Source: an optimization exercise on an open RTL-to-GDS flow (aim: small area, a short achievable clock period and few clock cycles per item). Production flows keep margins and buffers that such runs may drop.
At most, simulation tests tie the RTL to the original design; equivalence was not proved.
Function not checked in run 4: the RTL went through the layout flow alone.

--- flow/design.v ---
package ebpc_pkg;
  localparam logic [5-1:0] ALL_ONES = 5'b00000;
  localparam logic [5-1:0] DBXZ_DBPNZ = 5'b00001;
  localparam logic [5-1:0] TWO_ONES_PREFIX = 5'b00010;
  localparam logic [5-1:0] SINGLE_ONE_PREFIX = 5'b00011;
  parameter int unsigned   LOG_MAX_WORDS = 24;
  parameter int unsigned   LOG_MAX_ZRLE_LEN = 4;
  parameter int unsigned   MAX_ZRLE_LEN = 2**LOG_MAX_ZRLE_LEN;
  parameter int unsigned   LOG_DATA_W = 3;  
  parameter int unsigned   DATA_W = 2**LOG_DATA_W;
  parameter int unsigned   BLOCK_SIZE = 8;
  parameter int unsigned   MAX_SYMB_LEN = BLOCK_SIZE > 3+$clog2(DATA_W) ? (BLOCK_SIZE > 5+$clog2(BLOCK_SIZE) ? BLOCK_SIZE : 5+$clog2(BLOCK_SIZE)): (3+$clog2(DATA_W)> 5+$clog2(BLOCK_SIZE)? 3+$clog2(DATA_W) : 5+$clog2(BLOCK_SIZE));
  typedef enum             {
                            TWO,
                            THREE_PLUS_LOGM,
                            FIVE,
                            FIVE_PLUS_LOGN,
                            N
                            } symb_len_t;
  typedef struct packed {
    logic [0:DATA_W] [BLOCK_SIZE-2:0] dbp;
    logic [DATA_W-1:0]                base;
  } dbp_block_t;
  typedef struct packed {
    logic [MAX_SYMB_LEN-1:0] symb;
    symb_len_t            len;
    logic                 zero;
  } encoding_t;
endpackage  
module shift_streamer #(
  parameter int unsigned IW = 8    
) (
  input  logic          clk_i,
  input  logic          rst_ni,
  input  logic          vld_i,
  input  logic [IW-1:0] data_i,    
  input  logic [3:0]    len_i,
  input  logic          end_i,
  output logic          room_o,
  output logic [7:0]    data_o,
  output logic          last_o,
  output logic          vld_o,
  input  logic          rdy_i
);
  logic [15:0] acc_d, acc_q;
  logic [4:0]  cnt_d, cnt_q;
  logic [1:0]  lb_d, lb_q;       
  logic [7:0]  o_d, o_q;
  logic        ol_d, ol_q, ov_d, ov_q, ovo_q;
  assign room_o = (cnt_q <= 5'(16 - IW));
  assign data_o = o_q;
  assign last_o = ol_q;
  assign vld_o  = ovo_q;    
  always_comb begin
    logic [15:0] a;
    logic [4:0]  t, tp;
    logic [1:0]  lbn;
    logic        move, ge8;
    a   = acc_q;
    t   = cnt_q;
    if (vld_i) begin
      a = acc_q | ({data_i, {(16-IW){1'b0}}} >> cnt_q);
      t = cnt_q + 5'(len_i);
    end
    tp  = t;
    lbn = lb_q;
    if (vld_i && end_i) begin
      if (t <= 5'd8) begin
        tp  = 5'd8;
        lbn = lb_q | 2'b10;
      end else begin
        tp  = 5'd16;
        lbn = lb_q | 2'b01;
      end
    end
    ge8 = (cnt_q >= 5'd8);
    if (vld_i) begin
      for (int l = 1; l <= IW; l++)
        if (len_i == 4'(l))
          ge8 = (cnt_q >= 5'(8 - l));
      if (end_i)
        ge8 = 1'b1;
    end
    move = ge8 && (!ov_q || rdy_i);
    o_d  = o_q;
    ol_d = ol_q;
    if (move) begin
      acc_d = {a[7:0], 8'd0};
      cnt_d = tp - 5'd8;
      lb_d  = {lbn[0], 1'b0};
      o_d   = a[15:8];
      ol_d  = lbn[1];
      ov_d  = 1'b1;
    end else begin
      acc_d = a;
      cnt_d = tp;
      lb_d  = lbn;
      ov_d  = ov_q && !rdy_i;
    end
  end
  always_ff @(posedge clk_i or negedge rst_ni) begin
    if (~rst_ni) begin
      acc_q <= '0;
      cnt_q <= '0;
      lb_q  <= '0;
      ov_q  <= 1'b0;
    end else begin
      acc_q <= acc_d;
      cnt_q <= cnt_d;
      lb_q  <= lb_d;
      ov_q  <= ov_d;
    end
  end
  always_ff @(posedge clk_i) begin
    ovo_q <= ov_d;
    o_q  <= o_d;
    ol_q <= ol_d;
  end
endmodule
import ebpc_pkg::*;
module dbx_compressor (
  input  logic [BLOCK_SIZE-2:0] dbp_i,
  input  logic [BLOCK_SIZE-2:0] dbx_i,
  output logic [7:0]            symb_o,
  output logic                  short_o     
);
  always_comb begin
    logic single, pair;
    logic [2:0] pos;
    single = 1'b0;
    pair   = 1'b0;
    pos    = '0;
    for (int i = 0; i < 7; i++)
      if (dbx_i == 7'(1 << i)) begin
        single = 1'b1;
        pos    = 3'(6 - i);
      end
    for (int i = 0; i < 6; i++)
      if (dbx_i == 7'(3 << i)) begin
        pair = 1'b1;
        pos  = 3'(5 - i);
      end
    short_o = 1'b0;
    if (&dbx_i) begin
      symb_o  = {ALL_ONES, 3'b000};
      short_o = 1'b1;
    end else if (~|dbp_i) begin
      symb_o  = {DBXZ_DBPNZ, 3'b000};
      short_o = 1'b1;
    end else if (single)
      symb_o = {SINGLE_ONE_PREFIX, pos};
    else if (pair)
      symb_o = {TWO_ONES_PREFIX, pos};
    else
      symb_o = {1'b1, dbx_i};
  end
endmodule
import ebpc_pkg::*;
module dbp_dbx_enc (
  input  logic                                   clk_i,
  input  logic                                   rst_ni,
  input  logic                                   take_i,     
  input  logic                                   nz_i,
  input  logic                                   last_i,
  input  logic [DATA_W-1:0]                      data_i,
  input  logic                                   coder_free_i,
  output logic                                   nz_ok_o,    
  output logic                                   xfer_o,     
  output logic                                   tag_o,      
  output logic                                   open_o,     
  output logic                                   res_nz_o,   
  output logic                                   res_last_o, 
  output logic [DATA_W-1:0]                      base_o,
  output logic [1:BLOCK_SIZE-1][DATA_W:0]        diffs_o
);
  logic [DATA_W-1:0]                 base_q;
  logic [1:BLOCK_SIZE-1][DATA_W:0]   slot_q;
  logic [DATA_W-1:0]                 prev_q;
  logic [3:0]                        n_q, n_d, n_base;
  logic                              sealed_q, sealed_d;
  logic [DATA_W:0]                   diff, negprev;
  assign nz_ok_o = (sealed_q || n_q == 4'd8) ? coder_free_i : 1'b1;
  assign xfer_o     = coder_free_i && (sealed_q || n_q == 4'd8);
  assign tag_o      = sealed_q || (take_i && last_i && !nz_i);
  assign open_o     = !tag_o && !(take_i && nz_i);
  assign res_nz_o   = take_i && nz_i;
  assign res_last_o = take_i && last_i && !nz_i && n_q == 4'd0;
  assign base_o  = base_q;
  assign diff    = {data_i[DATA_W-1], data_i} - {prev_q[DATA_W-1], prev_q};
  assign negprev = (DATA_W+1)'(0) - {prev_q[DATA_W-1], prev_q};
  always_comb begin
    for (int k = 1; k < BLOCK_SIZE; k++) begin
      if (4'(k) < n_q)
        diffs_o[k] = slot_q[k];
      else if (4'(k) == n_q)
        diffs_o[k] = negprev;
      else
        diffs_o[k] = '0;
    end
  end
  always_comb begin
    n_base   = xfer_o ? 4'd0 : n_q;
    n_d      = n_base;
    sealed_d = xfer_o ? 1'b0 : sealed_q;
    if (take_i && nz_i)
      n_d = n_base + 4'd1;
    if (take_i && last_i && (nz_i || n_base != 4'd0))
      sealed_d = 1'b1;
  end
  always_ff @(posedge clk_i or negedge rst_ni) begin
    if (~rst_ni) begin
      n_q      <= '0;
      sealed_q <= 1'b0;
    end else begin
      n_q      <= n_d;
      sealed_q <= sealed_d;
    end
  end
  always_ff @(posedge clk_i) begin
    if (take_i && nz_i) begin
      prev_q <= data_i;
      if (n_base == 4'd0)
        base_q <= data_i;
      for (int k = 1; k < BLOCK_SIZE; k++)
        if (n_base == 4'(k))
          slot_q[k] <= diff;
    end
  end
endmodule
import ebpc_pkg::*;
module seq_coder (
  input  logic                            clk_i,
  input  logic                            rst_ni,
  input  logic                            xfer_i,
  input  logic                            tag_i,
  input  logic                            open_i,
  input  logic                            res_nz_i,
  input  logic                            res_last_i,
  input  logic [DATA_W-1:0]               base_i,
  input  logic [1:BLOCK_SIZE-1][DATA_W:0] diffs_i,
  input  logic                            room_i,     
  output logic                            free_o,     
  output logic                            vld_o,
  output logic [7:0]                      code_o,
  output logic [3:0]                      len_o,
  output logic                            end_o
);
  logic [1:BLOCK_SIZE-1][DATA_W:0] e_d, e_q;
  logic [BLOCK_SIZE-2:0]           q_q, q_d;       
  logic [BLOCK_SIZE-2:0]           p, x;
  logic [3:0]                      s_d, s_q;       
  logic [3:0]                      zr_d, zr_q;     
  logic                            xz_d, xz_q;     
  logic                            sl_d, sl_q;     
  logic                            busy_d, busy_q, tag_d, tag_q, open_d, open_q;
  logic [7:0]                      symb;
  logic                            symb_short;
  assign free_o = !busy_q && room_i;
  always_comb
    for (int k = 1; k < BLOCK_SIZE; k++)
      p[BLOCK_SIZE-1-k] = e_q[k][0];
  assign x = p ^ q_q;
  dbx_compressor compressor_i (
    .dbp_i  (p),
    .dbx_i  (x),
    .symb_o (symb),
    .short_o(symb_short)
  );
  always_comb begin
    logic adv;
    logic [3:0] zeros;
    adv    = 1'b0;
    busy_d = busy_q;
    tag_d  = tag_q;
    open_d = open_q;
    if (open_q && res_nz_i)
      open_d = 1'b0;
    if (open_q && res_last_i) begin
      open_d = 1'b0;
      tag_d  = 1'b1;
    end
    s_d    = s_q;
    zr_d   = zr_q;
    e_d    = e_q;
    q_d    = q_q;
    vld_o  = 1'b0;
    code_o = '0;
    len_o  = '0;
    end_o  = 1'b0;
    zeros  = zr_q;
    xz_d   = xz_q;
    sl_d   = sl_q;
    if (xfer_i) begin
      vld_o  = 1'b1;
      code_o = base_i;
      len_o  = 4'd8;
      busy_d = 1'b1;
      tag_d  = tag_i;
      open_d = open_i;
      s_d    = '0;
      zr_d   = '0;
      e_d    = diffs_i;
      q_d    = '0;
      sl_d   = 1'b0;
      xz_d   = 1'b1;
      for (int k = 1; k < BLOCK_SIZE; k++)
        if (diffs_i[k][0])
          xz_d = 1'b0;
    end else if (busy_q) begin
      if (xz_q && !sl_q) begin
        adv  = 1'b1;
        zr_d = zr_q + 4'd1;
      end else if (room_i && !(sl_q && open_q)) begin
        vld_o = 1'b1;
        if (xz_q || zr_q != '0) begin
          if (xz_q)
            zeros = zr_q + 4'd1;
          if (zeros == 4'd1) begin
            code_o = 8'b01000000;
            len_o  = 4'd2;
          end else begin
            code_o = {3'b001, 3'(zeros - 4'd2), 2'b00};
            len_o  = 4'd6;
          end
          zr_d = '0;
        end else begin
          code_o = symb;
          len_o  = symb_short ? 4'd5 : 4'd8;
        end
        if (xz_q || zr_q == '0) begin
          if (sl_q) begin
            busy_d = 1'b0;
            end_o  = tag_q;
          end else
            adv = 1'b1;
        end
      end
      if (adv) begin
        s_d  = s_q + 4'd1;
        sl_d = (s_q == 4'(DATA_W-1));
        q_d  = p;
        xz_d = 1'b1;
        for (int k = 1; k < BLOCK_SIZE; k++)
          if (e_q[k][1] != p[BLOCK_SIZE-1-k])
            xz_d = 1'b0;
        for (int k = 1; k < BLOCK_SIZE; k++)
          e_d[k] = e_q[k] >> 1;
      end
    end
  end
  always_ff @(posedge clk_i or negedge rst_ni) begin
    if (~rst_ni) begin
      busy_q <= 1'b0;
      open_q <= 1'b0;
    end else begin
      busy_q <= busy_d;
      open_q <= open_d;
    end
  end
  always_ff @(posedge clk_i) begin
    tag_q <= tag_d;
    xz_q  <= xz_d;
    sl_q  <= sl_d;
    s_q   <= s_d;
    zr_q  <= zr_d;
    e_q   <= e_d;
    q_q   <= q_d;
  end
endmodule
module zrle (
  input  logic       clk_i,
  input  logic       rst_ni,
  input  logic       vld_i,       
  input  logic       nz_i,        
  input  logic       last_i,      
  output logic [5:0] code_o,      
  output logic [3:0] len_o
);
  logic [3:0] zc_d, zc_q;
  always_comb begin
    zc_d   = zc_q;
    code_o = '0;
    len_o  = '0;
    if (nz_i) begin
      zc_d = '0;
      if (zc_q != '0) begin
        code_o = {1'b0, zc_q - 4'd1, 1'b1};
        len_o  = 4'd6;
      end else begin
        code_o = 6'b100000;
        len_o  = 4'd1;
      end
    end else if (zc_q == 4'd15 || last_i) begin
      zc_d   = '0;
      code_o = {1'b0, zc_q, 1'b0};
      len_o  = 4'd5;
    end else begin
      zc_d = zc_q + 4'd1;
    end
  end
  always_ff @(posedge clk_i or negedge rst_ni) begin
    if (~rst_ni) zc_q <= '0;
    else if (vld_i) zc_q <= zc_d;
  end
endmodule
module done_gen (
  input  logic clk_i,
  input  logic rst_ni,
  input  logic znz_fin_i,
  input  logic bpc_fin_i,
  output logic blk_done_o
);
  logic signed [3:0] diff_d, diff_q;
  logic              done_d, done_q;
  assign blk_done_o = done_q;
  always_comb begin
    diff_d = diff_q;
    done_d = 1'b0;
    if (znz_fin_i && bpc_fin_i) begin
      done_d = 1'b1;
    end else if (znz_fin_i) begin
      done_d = (diff_q < 0);
      diff_d = diff_q + 4'sd1;
    end else if (bpc_fin_i) begin
      done_d = (diff_q > 0);
      diff_d = diff_q - 4'sd1;
    end
  end
  always_ff @(posedge clk_i or negedge rst_ni) begin
    if (~rst_ni) begin
      diff_q <= '0;
      done_q <= 1'b0;
    end else begin
      diff_q <= diff_d;
      done_q <= done_d;
    end
  end
endmodule
import ebpc_pkg::*;
module ebpc_encoder
  (
   input logic               clk_i,
   input logic               rst_ni,
   input logic [DATA_W-1:0]  data_i,
   input logic               last_i,
   input logic               vld_i,
   output logic              rdy_o,
   output logic              idle_o,
   output logic [DATA_W-1:0] znz_data_o,
   output logic              znz_last_o,
   output logic              znz_vld_o,
   input logic               znz_rdy_i,
   output logic [DATA_W-1:0] bpc_data_o,
   output logic              bpc_last_o,
   output logic              bpc_vld_o,
   input logic               bpc_rdy_i,
   output logic              blk_done_o
   );
  logic              iv_q;
  logic [DATA_W-1:0] id_q;
  logic              il_q, inz_q;
  logic              take;
  logic              znz_room, nz_ok;
  logic [5:0]        znz_code;
  logic [3:0]        znz_len;
  logic              coder_free, xfer, xfer_tag;
  logic [DATA_W-1:0] base;
  logic [1:BLOCK_SIZE-1][DATA_W:0] diffs;
  logic              bpc_room, code_vld, code_end;
  logic [7:0]        code;
  logic [3:0]        code_len;
  logic              xfer_open, res_nz, res_last;
  logic              cv_q, ce_q, code_free;
  logic [7:0]        cd_q;
  logic [3:0]        cl_q;
  assign idle_o = 1'b0;
  assign take   = iv_q && znz_room && (!inz_q || nz_ok);
  logic              sv_q;
  logic [DATA_W-1:0] sd_q;
  logic              sl_q, snz_q;
  logic              accept, main_load;
  logic              rdy_q;
  assign rdy_o     = rdy_q;
  assign accept    = vld_i && !sv_q;
  assign main_load = take || !iv_q;
  always_ff @(posedge clk_i or negedge rst_ni) begin
    if (~rst_ni) begin
      iv_q  <= 1'b0;
      sv_q  <= 1'b0;
    end else begin
      if (main_load) begin
        iv_q  <= sv_q || accept;
        sv_q  <= 1'b0;
      end else if (accept) begin
        sv_q  <= 1'b1;
      end
    end
  end
  always_ff @(posedge clk_i) begin
    if (main_load)
      rdy_q <= 1'b1;
    else if (accept)
      rdy_q <= 1'b0;
  end
  always_ff @(posedge clk_i) begin
    if (main_load) begin
      if (sv_q) begin
        id_q  <= sd_q;
        il_q  <= sl_q;
        inz_q <= snz_q;
      end else begin
        id_q  <= data_i;
        il_q  <= last_i;
        inz_q <= |data_i;
      end
    end
    if (!sv_q) begin
      sd_q  <= data_i;
      sl_q  <= last_i;
      snz_q <= |data_i;
    end
  end
  zrle zrle_i (
    .clk_i (clk_i),
    .rst_ni(rst_ni),
    .vld_i (take),
    .nz_i  (inz_q),
    .last_i(il_q),
    .code_o(znz_code),
    .len_o (znz_len)
  );
  shift_streamer #(.IW(6)) znz_pack_i (
    .clk_i (clk_i),
    .rst_ni(rst_ni),
    .vld_i (take),
    .data_i(znz_code),
    .len_i (znz_len),
    .end_i (il_q),
    .room_o(znz_room),
    .data_o(znz_data_o),
    .last_o(znz_last_o),
    .vld_o (znz_vld_o),
    .rdy_i (znz_rdy_i)
  );
  dbp_dbx_enc collect_i (
    .clk_i       (clk_i),
    .rst_ni      (rst_ni),
    .take_i      (take),
    .nz_i        (inz_q),
    .last_i      (il_q),
    .data_i      (id_q),
    .coder_free_i(coder_free),
    .nz_ok_o     (nz_ok),
    .xfer_o      (xfer),
    .tag_o       (xfer_tag),
    .open_o      (xfer_open),
    .res_nz_o    (res_nz),
    .res_last_o  (res_last),
    .base_o      (base),
    .diffs_o     (diffs)
  );
  seq_coder coder_i (
    .clk_i  (clk_i),
    .rst_ni (rst_ni),
    .xfer_i (xfer),
    .tag_i  (xfer_tag),
    .open_i (xfer_open),
    .res_nz_i  (res_nz),
    .res_last_i(res_last),
    .base_i (base),
    .diffs_i(diffs),
    .room_i (code_free),
    .free_o (coder_free),
    .vld_o  (code_vld),
    .code_o (code),
    .len_o  (code_len),
    .end_o  (code_end)
  );
  assign code_free = !cv_q || bpc_room;
  always_ff @(posedge clk_i or negedge rst_ni) begin
    if (~rst_ni)
      cv_q <= 1'b0;
    else if (code_free)
      cv_q <= code_vld;
  end
  always_ff @(posedge clk_i) begin
    if (code_free) begin
      cd_q <= code;
      cl_q <= code_len;
      ce_q <= code_end;
    end
  end
  shift_streamer #(.IW(8)) bpc_pack_i (
    .clk_i (clk_i),
    .rst_ni(rst_ni),
    .vld_i (cv_q && bpc_room),
    .data_i(cd_q),
    .len_i (cl_q),
    .end_i (ce_q),
    .room_o(bpc_room),
    .data_o(bpc_data_o),
    .last_o(bpc_last_o),
    .vld_o (bpc_vld_o),
    .rdy_i (bpc_rdy_i)
  );
  done_gen done_gen_i (
    .clk_i     (clk_i),
    .rst_ni    (rst_ni),
    .znz_fin_i (znz_vld_o && znz_rdy_i && znz_last_o),
    .bpc_fin_i (bpc_vld_o && bpc_rdy_i && bpc_last_o),
    .blk_done_o(blk_done_o)
  );
endmodule  
--- flow/flow/run.sh ---
#!/bin/bash
# Standard layout, with repair_timing asked for extra setup slack against
# the design's own constraints (same SDC, same clock period).
cp standard.sh standard_copy.sh.txt 2>/dev/null
export SETUP_SLACK_MARGIN=9.0
bash standard.sh > standard_flow.log 2>&1
--- flow/standard.sh ---
#!/bin/bash
# synth_recipe.tcl (not shown) runs the flow's synth.tcl, then flattens the netlist and writes it again
# the make line also repeats each setting of config.mk as NAME=value (left out here)
make -C /OpenROAD-flow-scripts/flow DESIGN_CONFIG=/design/flow/config.mk WORK_HOME=/design/flow/orfs CLKGATE_MAP_FILE= SYNTH_SCRIPT=/design/flow/synth_recipe.tcl "${@:-finish}"
--- flow/config.mk ---
export PLATFORM = sky130hd
export DESIGN_NAME = ebpc_encoder
export DESIGN_NICKNAME = ebpc_encoder
export VERILOG_FILES = /design/flow/design.v
export SDC_FILE = /design/flow/constraint.sdc
export NUM_CORES = 4
export LEC_CHECK = 0
export CAP_MARGIN = 20
export CORE_MARGIN = 2
export CORE_UTILIZATION = 40
export PLACE_DENSITY = 0.6
export SLEW_MARGIN = 20
--- flow/constraint.sdc ---
create_clock -name core_clock -period 12.0 [get_ports {clk_i}]
set_input_delay 2.4000 -clock core_clock [delete_from_list [all_inputs] [get_ports {clk_i}]]
set_output_delay 2.4000 -clock core_clock [all_outputs]
set_load 0.01 [all_outputs]
==> impl_metrics.py, run 1 <==
metrics = {
    "status": {
        "status": "no timing/DRC/antenna violations",
    },
    "die": {
        "fp.dieH_um": 188.6,
        "core-area_um2": 33530,
        "initial_core_util": 0.4065,
        "die_w_um": 188.6,
        "ioPinCount": 37,
        "rows": 67,
        "design.die.area_um2": 35570,
    },
    "routing": {
        "final_antenna_net_count": 0,
        "detailroute.via_count": 9624,
        "drt-wirelength-per-cell_um": 17.65,
        "vias_per_cell": 5.509,
        "dr.pass1.iters": 5,
        "wl_met3_mm": 1.265,
        "totalWireLength_mm": 30.84,
        "drc": 0,
        "top_layer": "met4",
        "drt_iter0_drc": 708,
        "wl_met1_mm": 14.33,
        "met2_length_mm": 14.56,
    },
    "finish": {
        "fillers": 3095,
        "n_antenna_cell": 0,
        "drive_above_1_share": 0.1655,
        "utilization": 0.4725,
        "nNetsFinal": 1322,
        "final_cell_count_no_fill": 1747,
        "synthToLayoutAreaGrowth_pct": 16.22,
    },
    "clock_tree": {
        "cts_tree": "yes",
        "clock_sinks": 281,
        "cts-root-buf": "clkbuf_16",
        "path_clk_slew_ns": 0.06,
        "postCtsHoldBufs": 0,
        "cts-htree-levels": 1,
        "clk_path_buf_depth": 3,
        "numCtsBuffers": 30,
        "clock_latency_ns": 0.57,
    },
    "grt": {
        "grt_use_total": 0.1743,
        "grt_pass1_wl_mm": 50.86,
        "grt_pass1_vias": 9509,
        "grt_start_max_net_pins": 84,
        "grt_remaining_overflow": 0,
        "antenna_found_initial": 0,
    },
    "logic_synthesis": {
        "avgSynthCellArea_um2": 11.00,
        "yosysSeqAreaShare": 0.5731,
        "ys_types": 82,
        "synthCells": 1239,
        "synthArstFlopShare": 0.2384,
        "ys_ff_latch": 281,
        "synth-edff-count": 185,
        "synth_flop_cell": "edfxtp_1",
        "ys_warn_count": 8,
        "synth_area_um2": 13630,
        "synth_nets": 1286,
    },
    "placement": {
        "dp.cells": 1658,
        "dp.final_hpwl_mm": 19.80,
        "portBuffers": 35,
        "place.gp.congestion": 0.8149,
    },
    "timing": {
        "hold_viol_final": 0,
        "tns_ns": 0,
        "worstMarginPinSlew_ns": 0.9687,
        "period_minus_slack_ns": 3.523,
        "fin_crit_sh": 0.2936,
        "finalSetupViolCount": 0,
        "skew_ns": 0.02323,
        "fmax_mhz": 283.8,
        "maxSlewViolCount": 0,
        "max_slew_margin": 0.3518,
        "rsz0062_at_grt": "yes",
    },
    "critical_path": {
        "cp_max_fo": 2,
        "cp_slowest_stage_delay_ns": 0.39,
        "cp_cell_sequence": "buf_2",
        "crit_family": "flip-flops",
        "end_kind": "primary output",
        "arrival_ns": 1.12,
        "worstSetupPathType": "register to primary output",
        "path_buf_inv": 1,
        "cp_slowest_cell": "edfxtp_1",
        "start_kind": "register",
        "cp.required_ns": 9.60,
    },
    "job": {
        "maxCapViolations": 0,
    },
    "hold_path": {
        "hold_path.class": "register to register",
    },
}
layer usage:
metal,up-vias,GRT usage
met5,-,0
met4,0,0.04507
met3,41,0.02030
met2,210,0.2852
met1,4738,0.2469
li1,4635,-
worst paths after layout:
kind / startpoint / end / slack, ns / cells after the start
max: znz_pack_i.ol_q / znz_last_o / 8.48 / 1
min: snz_q / snz_q / 0.47 / 1
max reg2reg: bpc_pack_i.cnt_q[2] / coder_i.e_q[40] / 9.18 / 8
min reg2reg: snz_q / snz_q / 0.47 / 1
max in group asynchronous: rst_ni / bpc_pack_i.cnt_q[1] / 9.31 / 1
min in group asynchronous: rst_ni / bpc_pack_i.acc_q[9] / 1.97 / 1
layout by cell type, fill, tap and decap left out, types with 6 or more instances in the layout:
cell	instances
xor2_1	23
a31oi_1	24
a22oi_1	11
edfxtp_1	185
o21ai_0	46
nor2_1	192
clkbuf_16	31
nand2_1	90
dlygate4sd2_1	8
mux2i_1	22
nand3b_1	9
mux2_2	21
nand2b_1	12
a21o_1	19
dfrtp_1	60
a21oi_1	49
and2_1	11
clkinv_1	6
or2_2	6
nor3_1	15
and3_1	6
buf_6	10
o21bai_1	8
nor2b_1	9
dfrtp_2	6
nor4_1	7
inv_1	35
buf_2	19
xnor2_1	24
o21ai_1	7
a31o_2	8
nand4_1	8
nand3_1	24
clkbuf_1	7
dfxtp_1	26
ha_1	24
a221oi_1	46
buf_4	29
cell type report:
cell class	instances	area [um^2]	share of cell area
Multi-Input combinational cell	848	5683	0.3587
Sequential cell	281	7828	0.4941
Timing Repair inverter	1	8.758	0.0005528
Timing Repair Buffer	71	561.8	0.03546
Clock inverter	16	186.4	0.01177
Clock buffer	40	829.5	0.05236
Tap cell	448	560.5	0.03538
Inverter	42	185.2	0.01169
synthesized netlist by cell type, types with 11 or more instances:
master / number / area [um^2]
nand2b_1: 14 / 87.58
xnor2_1: 28 / 245.2
o21ai_0: 50 / 250.2
clkbuf_1: 47 / 176.4
nor2_1: 193 / 724.4
xor2_1: 24 / 210.2
nand2_1: 92 / 345.3
a221oi_1: 46 / 402.9
nand3_1: 29 / 145.1
nor3_1: 16 / 80.08
a22oi_1: 11 / 82.58
a21o_1: 19 / 142.6
buf_2: 13 / 65.06
mux2i_1: 22 / 220.2
dfrtp_1: 67 / 1677
and2_1: 11 / 68.82
edfxtp_1: 185 / 5555
a21oi_1: 55 / 275.3
inv_1: 39 / 146.4
a31oi_1: 25 / 156.4
ha_1: 29 / 362.9
mux2_2: 23 / 259.0
dfxtp_1: 29 / 580.6
through the flow:
| step | worst slack (ns) | hold WS, ns | cell area, um^2 |
|---|---|---|---|
| final | 8.477 | 0.4728 | 15840 |
| after detailed placement | 7.766 | 0.4630 | 14470 |
| after CTS | 8.400 | 0.4769 | 15690 |
| after floorplan | 8.574 | 0.4450 | 13820 |
| after global placement | 7.800 | 0.4604 | 14470 |
| after global routing | 8.438 | 0.4898 | 15840 |
registers in the layout, summed over array words and instances (netlist names), 4 cells and up:
| name | flops |
|---|---|
| coder_i.e_q | 63 |
| collect_i.slot_q | 63 |
| bpc_pack_i.acc_q | 16 |
| znz_pack_i.acc_q | 16 |
| bpc_pack_i.o_q | 8 |
| cd_q | 8 |
| collect_i.base_q | 8 |
| collect_i.prev_q | 8 |
| id_q | 8 |
| sd_q | 8 |
| znz_pack_i.o_q | 8 |
| coder_i.q_q | 7 |
| bpc_pack_i.cnt_q | 5 |
| znz_pack_i.cnt_q | 5 |
| cl_q | 4 |
| coder_i.s_q | 4 |
| coder_i.zr_q | 4 |
| collect_i.n_q | 4 |
| done_gen_i.diff_q | 4 |
| zrle_i.zc_q | 4 |
cells by family after synthesis:
group           count (synthesis)  share of synthesized area
buf+inv                       112                    0.03277
flops                         281                     0.5731
mux                            45                    0.03515
xor+xnor                       52                    0.03341
fa+ha+maj                      33                    0.03249
other cells                     1                  0.0002751
compound gates                283                     0.1443
simple gates                  432                     0.1485
what timing repair did:
item	4_1_cts	5_1_grt
buffers inserted	20	10
gates resized for setup	133	23
endpoints found under the setup margin	204	139
gates cloned	3	0
pin swaps	11	11
Testbench counts, summed over its fixed seeds: cycles 29,247, words 28,155.
==> run 2, diff against run 1 <==
==> flow/flow/run.sh (replaced) <==
#!/bin/bash
# Standard layout, with repair_timing asked for extra setup slack against
# the design's own constraints (same SDC, same clock period).
cp standard.sh standard_copy.sh.txt 2>/dev/null
export SETUP_SLACK_MARGIN=8.6
bash standard.sh > standard_flow.log 2>&1
==> impl_metrics.py, run 2 <==
metrics = {
    "die": {
        "rows": 67,
        "fp.dieH_um": 188.6,
        "core-area_um2": 33530,
        "ioPinCount": 37,
        "die_w_um": 188.6,
        "initial_core_util": 0.4065,
        "design.die.area_um2": 35570,
    },
    "critical_path": {
        "arrival_ns": 1.06,
        "rrSetupSlack_ns": 8.88,
        "end_kind": "primary output",
        "cp_slowest_cell": "edfxtp_1",
        "crit_family": "flip-flops",
        "reg2reg_to": "znz_pack_i.ol_q",
        "cp_max_fo": 2,
        "reg2reg_from": "zrle_i.zc_q[0]",
        "worstSetupPathType": "register to primary output",
        "cp.required_ns": 9.60,
        "r2r_cells": 12,
        "cp_cell_sequence": "buf_2",
        "cp_slowest_stage_delay_ns": 0.40,
        "path_buf_inv": 1,
        "start_kind": "register",
    },
    "logic_synthesis": {
        "ys_warn_count": 8,
        "synth_nets": 1286,
        "synth_area_um2": 13630,
        "synthCells": 1239,
        "synth_area_leader_cell": "edfxtp_1",
        "ys_types": 82,
        "netlist_top_cells_count": "nor2_1, edfxtp_1, nand2_1",
        "synthArstFlopShare": 0.2384,
        "yosysMostFrequentCell": "nor2_1",
        "yosysSeqAreaShare": 0.5731,
        "synth_flop_cell": "edfxtp_1",
        "netlist.area_leader.share": 0.4075,
        "ys_ff_latch": 281,
        "avgSynthCellArea_um2": 11.00,
        "synth_area_leaders": "edfxtp_1, dfrtp_1, nor2_1",
        "synth-edff-count": 185,
    },
    "hold_path": {
        "min_to": "sl_q",
        "worstHoldPathCells": 1,
        "worstHoldStart": "sl_q",
        "hold_path.class": "register to register",
    },
    "placement": {
        "dp.final_hpwl_mm": 19.59,
        "portBuffers": 35,
        "place.gp.congestion": 0.8113,
    },
    "timing": {
        "fin_crit_sh": 0.2882,
        "skew_ns": 0.02475,
        "max_slew_margin": 0.3259,
        "fmax_mhz": 289.2,
        "hold_viol_final": 0,
        "maxSlewViolCount": 0,
        "period_minus_slack_ns": 3.458,
        "tns_ns": 0,
        "finalSetupViolCount": 0,
        "rsz0062_at_grt": "yes",
        "worstMarginPinSlew_ns": 1.007,
        "hold_slack_ns": 0.4760,
    },
    "finish": {
        "nNetsFinal": 1305,
        "utilization": 0.4622,
        "mostFrequentLayoutCell": "nor2_1",
        "n_antenna_cell": 0,
        "regArea_um2": 7815,
        "largest_registers": "coder_i.e_q x63, collect_i.slot_q x63",
        "drive_above_1_share": 0.1233,
        "synthToLayoutAreaGrowth_pct": 13.70,
        "fillers": 3138,
        "multi_input_area_um2": 5502,
        "mostFrequentLayoutCells": "nor2_1, edfxtp_1, nand2_1, dfrtp_1, a21oi_1",
    },
    "routing": {
        "totalWireLength_mm": 30.40,
        "drc": 0,
        "vias_per_cell": 5.451,
        "drt_iter0_drc": 700,
        "detailroute.via_count": 9424,
        "final_antenna_net_count": 0,
        "drt-wirelength-per-cell_um": 17.58,
        "dr.pass1.iters": 7,
    },
    "clock_tree": {
        "numCtsBuffers": 34,
        "clock_latency_ns": 0.51,
        "cts-htree-levels": 2,
        "cts_tree": "yes",
        "clock_sinks": 281,
        "path_clk_slew_ns": 0.06,
        "cts-root-buf": "clkbuf_16",
        "clk_path_buf_depth": 3,
        "postCtsHoldBufs": 0,
    },
    "grt": {
        "antenna_found_initial": 0,
        "grt_pass1_wl_mm": 50.53,
        "grt_remaining_overflow": 0,
        "grt_pass1_vias": 9384,
        "grt_use_total": 0.1741,
        "grt_start_max_net_pins": 89,
    },
    "status": {
        "status": "no timing/DRC/antenna violations",
    },
    "job": {
        "maxCapViolations": 0,
    },
}
==> run 2: changes by cell type in the layout (fill, tap and decap cells not counted), sizes merged <==
cell | before | now
clkinvlp | 1 | 2
buf | 60 | 38
clkdlybuf4s50 | 2 | 11
dlygate4sd2 | 8 | 1
bufinv | 4 | 1
inv | 42 | 43
clkbuf | 40 | 45
clkinv | 12 | 11
clkdlybuf4s15 | 1 | 0
==> run 2: repair_timing <==
item,in CTS,in global routing
buffers inserted,8,1
pin swaps,1,2
gates cloned,2,1
endpoints found under the setup margin,74,105
resized for setup,98,8
==> run 2: through the flow <==
stage | cell area [um^2] | setup WS (ns) | std cells
floorplan | 13650 | 8.485 | 1239
global placement | 14350 | 7.420 | 1658
detailed placement | 14350 | 7.322 | 1658
CTS | 15430 | 8.502 | 1727
global route | 15500 | 8.485 | 1729
finish | 15500 | 8.542 | 1729
==> run 2: worst max-delay path by stage <==
stage	depth (start not counted)	slack, ns	to	startpoint
floorplan	7	8.48	done_gen_i.diff_q[3]	znz_rdy_i
global placement	7	7.42	znz_pack_i.acc_q[11]	znz_rdy_i
detailed placement	7	7.32	znz_pack_i.acc_q[11]	znz_rdy_i
CTS	1	8.50	znz_last_o	znz_pack_i.ol_q
global route	1	8.48	znz_last_o	znz_pack_i.ol_q
finish	1	8.54	znz_last_o	znz_pack_i.ol_q
==> run 2: area by class of cell <==
class                      count  share of cell area
clock inverter                14            0.007346
multi-input combinational    848              0.3549
timing repair inverter         1           0.0004036
sequential                   281              0.5042
tap                          448             0.03616
timing repair buffer          50             0.02438
clock buffer                  45             0.06159
inverter                      42             0.01098
==> run 2: cells by family (layout without fill, tap and decap cells) <==
logic type,after synthesis,after routing,share of synthesized area
compound gates,283,285,0.1443
fa+ha+maj,33,33,0.03249
other cells,1,1,0.0002751
mux,45,45,0.03515
xor+xnor,52,52,0.03341
flops,281,281,0.5731
buf+inv,112,152,0.03277
simple gates,432,432,0.1485
==> run 2: routing by layer <==
| metal | vias to the layer above | track usage | part of all wire |
|---|---|---|---|
| li1 | 4591 | - | - |
| met1 | 4592 | 0.2509 | 0.47 |
| met2 | 197 | 0.2763 | 0.46 |
| met3 | 44 | 0.02570 | 0.046 |
| met4 | 0 | 0.04417 | 0.017 |
| met5 | - | 0 | 0 |
==> run 3, diff against run 2 <==
--- a/flow/config.mk
+++ b/flow/config.mk
@@ -8,5 +8,6 @@
 export CAP_MARGIN = 20
 export CORE_MARGIN = 2
 export CORE_UTILIZATION = 40
+export CTS_BUF_LIST = sky130_fd_sc_hd__clkbuf_4 sky130_fd_sc_hd__clkbuf_8
 export PLACE_DENSITY = 0.6
 export SLEW_MARGIN = 20
==> impl_metrics.py, run 3 <==
metrics = {
    "critical_path": {
        "critPathCapture": "znz_last_o",
        "cp_max_fo": 2,
        "reg2reg_to": "bpc_pack_i.acc_q[10]",
        "rrSetupSlack_ns": 8.85,
        "cp.required_ns": 9.60,
        "crit_family": "flip-flops",
        "cp_slowest_stage_delay_ns": 0.40,
        "path_buf_inv": 1,
        "worstSetupPathType": "register to primary output",
        "start_kind": "register",
        "cp_slowest_cell": "edfxtp_1",
        "r2r_cells": 7,
        "crit_cells": 1,
        "arrival_ns": 1.14,
        "reg2reg_from": "bpc_pack_i.cnt_q[1]",
        "end_kind": "primary output",
        "setup.worst_path.start": "znz_pack_i.ol_q",
        "cp_cell_sequence": "buf_2",
    },
    "logic_synthesis": {
        "synth_area_um2": 13630,
        "ys_warn_count": 8,
        "ys_types": 82,
        "synth-edff-count": 185,
        "synthArstFlopShare": 0.2384,
        "yosysSeqAreaShare": 0.5731,
        "synth_area_leader_cell": "edfxtp_1",
        "synth_flop_cell": "edfxtp_1",
        "netlist.area_leader.share": 0.4075,
        "ys_ff_latch": 281,
        "synth_area_leaders": "edfxtp_1, dfrtp_1, nor2_1",
        "netlist_top_cells_count": "nor2_1, edfxtp_1, nand2_1",
        "synth_nets": 1286,
        "avgSynthCellArea_um2": 11.00,
        "yosysMostFrequentCell": "nor2_1",
        "synthCells": 1239,
    },
    "grt": {
        "grt_pass1_wl_mm": 50.57,
        "grt_remaining_overflow": 0,
        "grt_use_total": 0.1746,
        "antenna_found_initial": 0,
        "grt_pass1_vias": 9425,
        "grt_start_max_net_pins": 89,
    },
    "placement": {
        "place.gp.congestion": 0.8113,
        "dp.cells": 1658,
        "dp.final_hpwl_mm": 19.59,
        "portBuffers": 35,
    },
    "finish": {
        "utilization": 0.4592,
        "nNetsFinal": 1315,
        "synthToLayoutAreaGrowth_pct": 12.96,
        "final_cell_count_no_fill": 1756,
        "largest_registers": "coder_i.e_q x63, collect_i.slot_q x63",
        "mostFrequentLayoutCell": "nor2_1",
        "drive_above_1_share": 0.1384,
        "mostFrequentLayoutCells": "nor2_1, edfxtp_1, nand2_1, dfrtp_1, clkbuf_8",
        "n_antenna_cell": 0,
    },
    "clock_tree": {
        "cts-root-buf": "clkbuf_8",
        "clock_latency_ns": 0.58,
        "numCtsBuffers": 48,
        "clock_sinks": 281,
        "postCtsHoldBufs": 0,
        "path_clk_slew_ns": 0.06,
        "cts_tree": "yes",
        "clk_path_buf_depth": 3,
        "cts-htree-levels": 2,
    },
    "die": {
        "fp.dieH_um": 188.6,
        "core-area_um2": 33530,
        "ioPinCount": 37,
        "die_w_um": 188.6,
        "initial_core_util": 0.4065,
        "design.die.area_um2": 35570,
        "rows": 67,
    },
    "routing": {
        "final_antenna_net_count": 0,
        "drt-wirelength-per-cell_um": 17.37,
        "dr.pass1.iters": 5,
        "detailroute.via_count": 9626,
        "vias_per_cell": 5.482,
        "totalWireLength_mm": 30.51,
        "drt_iter0_drc": 704,
        "drc": 0,
    },
    "timing": {
        "hold_viol_final": 0,
        "fin_crit_sh": 0.2947,
        "maxSlewViolCount": 0,
        "skew_ns": 0.04290,
        "fmax_mhz": 282.7,
        "period_minus_slack_ns": 3.537,
        "finalSetupViolCount": 0,
        "tns_ns": 0,
        "max_slew_margin": 0.2246,
        "worstMarginPinSlew_ns": 1.153,
        "rsz0062_at_grt": "yes",
    },
    "hold_path": {
        "hold_path.class": "register to register",
    },
    "status": {
        "status": "no timing/DRC/antenna violations",
    },
    "job": {
        "maxCapViolations": 0,
    },
}
-- run 3: layer usage --
metal | GRT usage | up-vias | part of all wire | wire (um)
met5 | 0 | - | 0 | 0
met4 | 0.04868 | 0 | 0.017 | 509
met3 | 0.02626 | 46 | 0.051 | 1565
met2 | 0.2762 | 220 | 0.47 | 14210
met1 | 0.2505 | 4733 | 0.47 | 14220
li1 | - | 4627 | - | -
-- run 3: cells by family (layout without fill, tap and decap cells) --
group                      count (synthesis)  count (layout)  share of synthesized area
and+or+nand+nor                          432             432                     0.1485
buffers and inverters                    112             179                    0.03277
xor gates and xnor gates                  52              52                    0.03341
adders and majority gates                 33              33                    0.03249
AOI/OAI and AO/OA                        283             285                     0.1443
muxes                                     45              45                    0.03515
other                                      1               1                  0.0002751
DFF                                      281             281                     0.5731
-- run 3: area by class of cell --
class	instances	area, um^2
Multi-Input combinational cell	848	5487
Fill cell	3169	18130
Tap cell	448	560.5
Sequential cell	281	7818
Inverter	42	170.2
Timing Repair inverter	1	6.256
Clock inverter	27	211.5
Timing Repair Buffer	46	341.6
Clock buffer	63	804.5
-- run 3: per-stage QoR --
| step | setup WS, ns | instance area, um^2 | hold WS [ns] |
|---|---|---|---|
| 6_report | 8.463 | 15400 | 0.4742 |
| 5_1_grt | 8.395 | 15400 | 0.4973 |
| 4_1_cts | 8.406 | 15360 | 0.4782 |
| 3_5_place_dp | 7.322 | 14350 | 0.4636 |
| 3_3_place_gp | 7.420 | 14350 | 0.4629 |
| 2_1_floorplan | 8.485 | 13650 | 0.4450 |
-- run 3: how the worst min path moves through the flow --
stage,from,end,cells past startpoint
finish,sl_q,sl_q,1
global route,snz_q,snz_q,1
CTS,sl_q,sl_q,1
detailed placement,sd_q[5],sd_q[5],1
global placement,sd_q[0],sd_q[0],1
floorplan,id_q[0],collect_i.base_q[0],0
-- run 3: what timing repair did --
action | 4_1_cts | 5_1_grt
buffers inserted | 5 | 0
gates resized for setup | 103 | 5
pin swaps | 1 | 1
endpoints found under the hold margin | 0 | 0
cloned | 2 | 1
setup endpoints to repair | 72 | 105
==> run 4, diff against run 3 <==
--- a/flow/design.v
+++ b/flow/design.v
@@ -45,58 +45,42 @@
   logic [15:0] acc_d, acc_q;
   logic [4:0]  cnt_d, cnt_q;
   logic [1:0]  lb_d, lb_q;       
-  logic [7:0]  o_d, o_q;
-  logic        ol_d, ol_q, ov_d, ov_q, ovo_q;
-  assign room_o = (cnt_q <= 5'(16 - IW));
-  assign data_o = o_q;
-  assign last_o = ol_q;
-  assign vld_o  = ovo_q;    
+  logic        ov_d, ov_q, ovo_q;
+  logic        pop;
+  assign pop    = ov_q && rdy_i;
+  assign room_o = (cnt_q <= 5'(16 - IW)) || pop;
+  assign data_o = acc_q[15:8];
+  assign last_o = lb_q[1];
+  assign vld_o  = ovo_q;         
   always_comb begin
-    logic [15:0] a;
+    logic [23:0] w;
     logic [4:0]  t, tp;
     logic [1:0]  lbn;
-    logic        move, ge8;
-    a   = acc_q;
+    w   = {acc_q, 8'd0};
     t   = cnt_q;
     if (vld_i) begin
-      a = acc_q | ({data_i, {(16-IW){1'b0}}} >> cnt_q);
+      w = w | ({data_i, {(24-IW){1'b0}}} >> cnt_q);
       t = cnt_q + 5'(len_i);
     end
-    tp  = t;
     lbn = lb_q;
+    if (pop) begin
+      t   = t - 5'd8;
+      lbn = {lb_q[0], 1'b0};
+    end
+    tp  = t;
     if (vld_i && end_i) begin
       if (t <= 5'd8) begin
         tp  = 5'd8;
-        lbn = lb_q | 2'b10;
+        lbn = lbn | 2'b10;
       end else begin
         tp  = 5'd16;
-        lbn = lb_q | 2'b01;
+        lbn = lbn | 2'b01;
       end
     end
-    ge8 = (cnt_q >= 5'd8);
-    if (vld_i) begin
-      for (int l = 1; l <= IW; l++)
-        if (len_i == 4'(l))
-          ge8 = (cnt_q >= 5'(8 - l));
-      if (end_i)
-        ge8 = 1'b1;
-    end
-    move = ge8 && (!ov_q || rdy_i);
-    o_d  = o_q;
-    ol_d = ol_q;
-    if (move) begin
-      acc_d = {a[7:0], 8'd0};
-      cnt_d = tp - 5'd8;
-      lb_d  = {lbn[0], 1'b0};
-      o_d   = a[15:8];
-      ol_d  = lbn[1];
-      ov_d  = 1'b1;
-    end else begin
-      acc_d = a;
-      cnt_d = tp;
-      lb_d  = lbn;
-      ov_d  = ov_q && !rdy_i;
-    end
+    acc_d = pop ? w[15:0] : w[23:8];
+    cnt_d = tp;
+    lb_d  = lbn;
+    ov_d  = (tp >= 5'd8);
   end
   always_ff @(posedge clk_i or negedge rst_ni) begin
     if (~rst_ni) begin
@@ -104,18 +88,15 @@
       cnt_q <= '0;
       lb_q  <= '0;
       ov_q  <= 1'b0;
+      ovo_q <= 1'b0;
     end else begin
       acc_q <= acc_d;
       cnt_q <= cnt_d;
       lb_q  <= lb_d;
       ov_q  <= ov_d;
+      ovo_q <= ov_d;
     end
   end
-  always_ff @(posedge clk_i) begin
-    ovo_q <= ov_d;
-    o_q  <= o_d;
-    ol_q <= ol_d;
-  end
 endmodule
 import ebpc_pkg::*;
 module dbx_compressor (
@@ -479,30 +460,27 @@
   logic [DATA_W-1:0] sd_q;
   logic              sl_q, snz_q;
   logic              accept, main_load;
-  logic              rdy_q;
-  assign rdy_o     = rdy_q;
+  logic              rdy_n_q;  
+  assign rdy_o     = !rdy_n_q;
   assign accept    = vld_i && !sv_q;
   assign main_load = take || !iv_q;
   always_ff @(posedge clk_i or negedge rst_ni) begin
     if (~rst_ni) begin
       iv_q  <= 1'b0;
       sv_q  <= 1'b0;
+      rdy_n_q <= 1'b0;
     end else begin
       if (main_load) begin
         iv_q  <= sv_q || accept;
         sv_q  <= 1'b0;
+        rdy_n_q <= 1'b0;
       end else if (accept) begin
         sv_q  <= 1'b1;
+        rdy_n_q <= 1'b1;
       end
     end
   end
   always_ff @(posedge clk_i) begin
-    if (main_load)
-      rdy_q <= 1'b1;
-    else if (accept)
-      rdy_q <= 1'b0;
-  end
-  always_ff @(posedge clk_i) begin
     if (main_load) begin
       if (sv_q) begin
         id_q  <= sd_q;
--- a/flow/config.mk
+++ b/flow/config.mk
@@ -8,6 +8,5 @@
 export CAP_MARGIN = 20
 export CORE_MARGIN = 2
 export CORE_UTILIZATION = 40
-export CTS_BUF_LIST = sky130_fd_sc_hd__clkbuf_4 sky130_fd_sc_hd__clkbuf_8
 export PLACE_DENSITY = 0.6
 export SLEW_MARGIN = 20
==> impl_metrics.py, run 4 <==
metrics = {
    "status": {
        "status": "no timing/DRC/antenna violations",
    },
    "grt": {
        "grt_pass1_wl_mm": 61.53,
        "grt_remaining_overflow": 0,
        "grt_start_max_net_pins": 68,
        "grt_use_total": 0.2188,
        "grt_pass1_vias": 10884,
        "antenna_found_initial": 0,
    },
    "timing": {
        "period_minus_slack_ns": 3.792,
        "skew_ns": 0.02947,
        "worst_slack_ns": 8.208,
        "fmax_mhz": 263.7,
        "hold_viol_final": 0,
        "maxSlewViolCount": 0,
        "max_slew_margin": 0.1729,
        "finalSetupViolCount": 0,
        "rsz0062_at_grt": "yes",
        "fin_crit_sh": 0.3160,
        "tns_ns": 0,
        "worstMarginPinSlew_ns": 1.236,
    },
    "logic_synthesis": {
        "synth_area_leaders": "edfxtp_1, dfrtp_1, nor2_1",
        "netlist_top_cells_count": "nor2_1, edfxtp_1, nand2_1",
        "ys_types": 84,
        "synth-edff-count": 167,
        "synth_flop_cell": "edfxtp_1",
        "avgSynthCellArea_um2": 10.32,
        "yosysSeqAreaShare": 0.5310,
        "ys_ff_latch": 260,
        "synth_area_leader_cell": "edfxtp_1",
        "ys_warn_count": 8,
        "netlist.area_leader.share": 0.3693,
        "synthArstFlopShare": 0.2577,
        "yosysMostFrequentCell": "nor2_1",
        "synthCells": 1316,
        "synth_nets": 1363,
        "synth_area_um2": 13580,
    },
    "finish": {
        "mostFrequentLayoutCell": "edfxtp_1",
        "finalInstanceArea_um2": 18440,
        "synthToLayoutAreaGrowth_pct": 35.81,
        "drive_above_1_share": 0.3039,
        "n_antenna_cell": 0,
        "utilization": 0.5514,
        "nNetsFinal": 1474,
        "mostFrequentLayoutCells": "edfxtp_1, nor2_1, nand2_1, a21oi_1, dfrtp_1",
        "regArea_um2": 7216,
        "final_cell_count_no_fill": 1899,
        "largest_registers": "coder_i.e_q x63, collect_i.slot_q x63",
        "multi_input_area_um2": 7313,
        "fillers": 2686,
    },
    "die": {
        "fp.dieH_um": 188.3,
        "initial_core_util": 0.4060,
        "core-area_um2": 33450,
        "rows": 67,
        "design.die.area_um2": 35440,
        "die_w_um": 188.3,
        "ioPinCount": 37,
    },
    "placement": {
        "pre_cts_slack_ns": 6.056,
        "place.gp.congestion": 0.8536,
        "dp.final_hpwl_mm": 21.47,
        "dp.cells": 1711,
        "placed_cell_area_um2": 14620,
        "portBuffers": 35,
    },
    "critical_path": {
        "rrSetupSlack_ns": 8.69,
        "r2r_cells": 13,
        "reg2reg_to": "znz_pack_i.ovo_q",
        "setup.worst_path.start": "bpc_rdy_i",
        "worstSetupPathType": "input port to register",
        "end_kind": "register",
        "start_kind": "input port",
        "arrival_ns": 4.08,
        "cp.required_ns": 12.29,
        "reg2reg_from": "zrle_i.zc_q[0]",
        "cp_max_fo": 5,
        "critPathCapture": "collect_i.slot_q[49]",
    },
    "routing": {
        "detailroute.via_count": 10901,
        "drt-wirelength-per-cell_um": 20.75,
        "drt_iter0_drc": 902,
        "dr.pass1.iters": 5,
        "totalWireLength_mm": 39.41,
        "drc": 0,
        "final_antenna_net_count": 0,
        "vias_per_cell": 5.740,
    },
    "clock_tree": {
        "clk_path_buf_depth": 3,
        "cts-root-buf": "clkbuf_16",
        "path_clk_slew_ns": 0.06,
        "postCtsHoldBufs": 0,
        "numCtsBuffers": 30,
        "cts_tree": "yes",
        "cts-htree-levels": 1,
        "clock_latency_ns": 0.59,
        "clock_sinks": 260,
    },
    "job": {
        "maxCapViolations": 0,
    },
    "hold_path": {
        "hold_path.class": "register to register",
    },
}
run 4: cell types whose count changed in the layout (fill, tap and decap cells not counted), sizes merged, moves of 11 or more:
cell	delta
a31oi	-17
a211oi	+14
nand2	+41
buf	+115
and3	+12
o21ai	+12
clkbuf	-19
edfxtp	-18
a21o	-11
clkinv	-16
nor2	-17
nor3	+11
a21oi	+26
run 4: worst min path at each step:
stage,startpoint,to,slack [ns],depth (start not counted)
6_report,snz_q,snz_q,0.46,1
3_5_place_dp,snz_q,snz_q,0.45,1
2_1_floorplan,snz_q,snz_q,0.42,1
4_1_cts,snz_q,snz_q,0.47,1
5_1_grt,znz_pack_i.acc_q[2],znz_pack_i.acc_q[2],0.49,2
3_3_place_gp,snz_q,snz_q,0.45,1
run 4: critical path: stages:
cell and delay [ns]:
buf_8 0.09, a2bb2oi_4 0.06, and3_4 0.20, nor3_2 0.49
clkbuf_16 0.28, o21ai_4 0.13, nor2_4 0.20, buf_6 0.13
buf_12 0.10
run 4: routing by layer:
layer | global-route usage | vias to the layer above | wire (um) | share of wire
met3 | 0.02738 | 84 | 2278 | 0.058
met5 | 0 | - | 0 | 0
met2 | 0.3582 | 355 | 19010 | 0.48
li1 | - | 5060 | - | -
met4 | 0.06844 | 0 | 1128 | 0.029
met1 | 0.3035 | 5402 | 16990 | 0.43
run 4: repair_timing:
| action | 4_1_cts | 5_1_grt |
|---|---|---|
| pin swaps | 48 | 53 |
| endpoints found under the hold margin | 0 | 0 |
| setup buffers | 86 | 17 |
| setup endpoints to repair | 339 | 300 |
| resized for setup | 245 | 126 |
| cloned | 27 | 1 |
run 4: kinds of logic (layout without fill, tap and decap cells):
logic type               after synthesis  in the layout  synth area share
buffers and inverters                133            257           0.04699
AND/OR/NAND/NOR                      474            485            0.1631
flip-flops                           260            260            0.5310
XOR/XNOR                              55             55           0.03658
adder cells (fa/ha/maj)               33             33           0.03262
AO/OA/AOI/OAI                        324            324            0.1603
other                                  1              1         0.0002761
multiplexers                          36             36           0.02911
run 4: area by class of cell:
type | count | area share
Clock buffer | 42 | 0.05278
Timing Repair inverter | 1 | 0.0004070
Sequential cell | 260 | 0.3912
Timing Repair Buffer | 163 | 0.1063
Tap cell | 448 | 0.03039
Inverter | 37 | 0.009090
Multi-Input combinational cell | 934 | 0.3965
Clock inverter | 14 | 0.01330
run 4: per-stage QoR:
| stage | hold slack [ns] |
|---|---|
| floorplan | 0.4225 |
| global placement | 0.4504 |
| detailed placement | 0.4516 |
| CTS | 0.4656 |
| global route | 0.4913 |
| finish | 0.4606 |

[port drivers added, routing unchanged]
No port has a modelled driver above. Below, the same layouts with a new extraction and two added sets of constraints.
Step 1 assumes that a clkbuf_16 drives the clock port and a buf_2 every other input.
Step 2 moves the port delays by t, midway between the first and last clock arrival at a register: inputs arrive t later, outputs are due t later. That takes back most of the time a late clock gives input paths.
Slacks: ideal / step 1 / step 2; pairs: ideal / step 1.
run	t (ns)	setup WS [ns]	worst setup path after step 2	slew at the worst register clock pin (ns)	cell pins on the clock port's net
run 1	0.612	8.477 / 8.425 / 8.337	input to register	0.06 / 0.06	1
run 2	0.543	8.542 / 8.493 / 8.130	input to register	0.06 / 0.06	1
run 3	0.610	8.463 / 8.415 / 8.050	input to register	0.07 / 0.07	1
run 4	0.633	8.208 / 8.206 / 7.573	input to register	0.07 / 0.07	1
After both steps every run listed still meets setup and hold. The setup slack of run 4, which loses most, moves by -0.002 ns with the drivers and by -0.635 ns with both steps.
